This design comes from an exercise in tuning for small area and a short achievable clock period on the open sky130 flow, not from production work.
Function was checked by simulation only, so behaviour that the tests miss may differ from the original.

==> build 43: inputs <==
// OE_Sort
module OE_Sort #(
    parameter BIT_WIDTH = 8,
    parameter N = 16
    )
(
    input clk,
    input rst,
    input in_valid,
    input [BIT_WIDTH*N-1:0] list,
    output out_valid,
    output [BIT_WIDTH*N-1:0] sorted_list
    );
==> module Compare_and_Swap, before the edit <==
module Compare_and_Swap #(
    parameter BIT_WIDTH = 8
    )
(
    input  [BIT_WIDTH-1:0] a,
    input  [BIT_WIDTH-1:0] b,
    output a_lt_b
 );
wire [7:0] G = b & ~a;
wire [7:0] P = b | ~a;
wire [3:0] g2, p2;
wire [4:0] c;
assign c[0] = 1'b0;
genvar k;
generate for (k = 0; k < 4; k = k + 1) begin : t
  assign g2[k] = G[2*k+1] | (P[2*k+1] & G[2*k]);
  assign p2[k] = P[2*k+1] & P[2*k];
  assign c[k+1] = g2[k] | (p2[k] & c[k]);
end endgenerate
assign a_lt_b = c[4];
endmodule
export LEC_CHECK = 0
export ABC_AREA = 1
export CAP_MARGIN = 20
export CORE_MARGIN = 2
export CORE_UTILIZATION = 65
export CTS_CLUSTER_DIAMETER = 80
export CTS_CLUSTER_SIZE = 30
export SETUP_SLACK_MARGIN = 0.8
export SLEW_MARGIN = 20
create_clock -name core_clock -period 2.5 [get_ports {clk}]
standard.sh (not shown) runs the stock make flow with config.mk's settings and CLKGATE_MAP_FILE= SYNTH_SCRIPT=/design/flow/synth_recipe.tcl, a recipe that flattens the netlist after the stock synthesis.
==> flow/flow/run.sh <==
#!/bin/bash
# The standard layout (the standard.sh, ORFS from synthesis to finish), except that
# buffer_ports gives every input and output port a sky130_fd_sc_hd__buf_1 instead of the
# delay buffer (clkdlybuf4s50_1) it picks by default. Each ORFS step keeps its own log under
# orfs/logs/; make's full output goes to standard.log here.
set -euo pipefail
export BUFFER_PORTS_ARGS="-buffer_cell sky130_fd_sc_hd__buf_1"
bash standard.sh finish > standard.log 2>&1
==> build 51: changes against build 43 <==
--- a/flow/design.v
+++ b/flow/design.v
@@ -7,16 +7,20 @@
     output a_lt_b
  );
-wire [7:0] G = b & ~a;
-wire [7:0] P = b | ~a;
-wire [3:0] g2, p2;
-wire [4:0] c;
-assign c[0] = 1'b0;
+wire [7:0] g0 = b & ~a;
+wire [7:0] l0 = a & ~b;
+wire [3:0] g1, l1;
+wire [1:0] g2, l2;
 genvar k;
-generate for (k = 0; k < 4; k = k + 1) begin : t
-  assign g2[k] = G[2*k+1] | (P[2*k+1] & G[2*k]);
-  assign p2[k] = P[2*k+1] & P[2*k];
-  assign c[k+1] = g2[k] | (p2[k] & c[k]);
-end endgenerate
-assign a_lt_b = c[4];
+generate
+  for (k = 0; k < 4; k = k + 1) begin : t1
+    assign g1[k] = g0[2*k+1] | (~l0[2*k+1] & g0[2*k]);
+    assign l1[k] = l0[2*k+1] | (~g0[2*k+1] & l0[2*k]);
+  end
+  for (k = 0; k < 2; k = k + 1) begin : t2
+    assign g2[k] = g1[2*k+1] | (~l1[2*k+1] & g1[2*k]);
+    assign l2[k] = l1[2*k+1] | (~g1[2*k+1] & l1[2*k]);
+  end
+endgenerate
+assign a_lt_b = g2[1] | (~l2[1] & g2[0]);
 endmodule
 module OE_Sort #(
==> flow/flow/run.sh (replaced) <==
#!/bin/bash
# The standard layout (the standard.sh, ORFS from synthesis to finish), except that
# buffer_ports gives every input and output port a sky130_fd_sc_hd__buf_2 instead of the
# delay buffer (clkdlybuf4s50_1) it picks by default. Each ORFS step keeps its own log under
# orfs/logs/; make's full output goes to standard.log here.
set -euo pipefail
export BUFFER_PORTS_ARGS="-buffer_cell sky130_fd_sc_hd__buf_2"
bash standard.sh finish > standard.log 2>&1
--- a/flow/config.mk
+++ b/flow/config.mk
@@ -9,5 +9,5 @@
 export CAP_MARGIN = 20
 export CORE_MARGIN = 2
-export CORE_UTILIZATION = 65
+export CORE_UTILIZATION = 55
 export CTS_CLUSTER_DIAMETER = 80
 export CTS_CLUSTER_SIZE = 30
==> build 96: changes against build 43 <==
==> flow/flow/run.sh (replaced) <==
#!/bin/bash
# The standard layout (the standard.sh, ORFS from synthesis to finish), except that
# buffer_ports gives every input and output port a sky130_fd_sc_hd__buf_2 instead of the
# delay buffer (clkdlybuf4s50_1) it picks by default. Each ORFS step keeps its own log under
# orfs/logs/; make's full output goes to standard.log here.
set -euo pipefail
export BUFFER_PORTS_ARGS="-buffer_cell sky130_fd_sc_hd__buf_2"
bash standard.sh finish > standard.log 2>&1
--- a/flow/config.mk
+++ b/flow/config.mk
@@ -9,5 +9,5 @@
 export CAP_MARGIN = 20
 export CORE_MARGIN = 2
-export CORE_UTILIZATION = 65
+export CORE_UTILIZATION = 55
 export CTS_CLUSTER_DIAMETER = 80
 export CTS_CLUSTER_SIZE = 30
==> metrics.cfg <==
[clock_tree]
cts_resized = 2

[outcome]
status = complete, no violations

[cells_and_area]
clock_buffers = 58

[drt]
first_iter_violations = 2323

[logic_synthesis]
synth_top_area_frac = 0.543

[global_route]
use_met1 = 0.294

(the above is from build 96)
==> metrics.cfg <==
[drt]
first_iter_violations = 2641

[outcome]
status = complete, no violations

[cells_and_area]
clock_buffers = 58

[global_route]
use_met1 = 0.314

[logic_synthesis]
synth_top_area_frac = 0.504

(the above is from build 51)
==> metrics.cfg <==
[clock_tree]
cts_resized = 6

[outcome]
status = complete, no violations

[cells_and_area]
clock_buffers = 54

[logic_synthesis]
yosysMostFrequentCell = nand2_1
synth_top_area_frac = 0.543

[global_route]
use_met1 = 0.329

[drt]
first_iter_violations = 2359

(the above is from build 43)

==> static timing again, ports no longer ideal <==
The flow's constraints put no driver on any port. The routed layouts listed below were extracted and timed again, unchanged, in two steps. Step 1 (the two cells are an assumption about what drives the block):
set clk [get_ports {clk}]
set_driving_cell -lib_cell sky130_fd_sc_hd__clkbuf_16 $clk
set_driving_cell -lib_cell sky130_fd_sc_hd__buf_2 [delete_from_list [all_inputs] $clk]
Step 2 times the ports against the registers' clock, not the clock port: input delays grow and output delays shrink by t, the midpoint of the rising clock arrivals with the driver on. Three values: ideal ports, drivers, drivers and shift; two values: the first two.
| run | t (ns) | setup slack, ns | hold WS [ns] | worst setup path after step 2 | clock arrival spread, ns |
|---|---|---|---|---|---|
| build 43 | 0.705 | 0.868 / 0.800 / 0.552 | 0.052 / 0.004 / 0.329 | input to register | 0.020 / 0.020 |
| build 51 | 0.753 | 0.845 / 0.771 / 0.219 | 0.045 / -0.006 / 0.328 | input to register | 0.036 / 0.036 |
| build 96 | 0.711 | 0.853 / 0.784 / 0.567 | 0.048 / 0.000 / 0.332 | input to register | 0.026 / 0.026 |
After both steps every run listed still meets setup and hold. For build 51, which loses most, drivers alone change the setup slack by -0.074 ns; drivers and shift together by -0.626 ns.
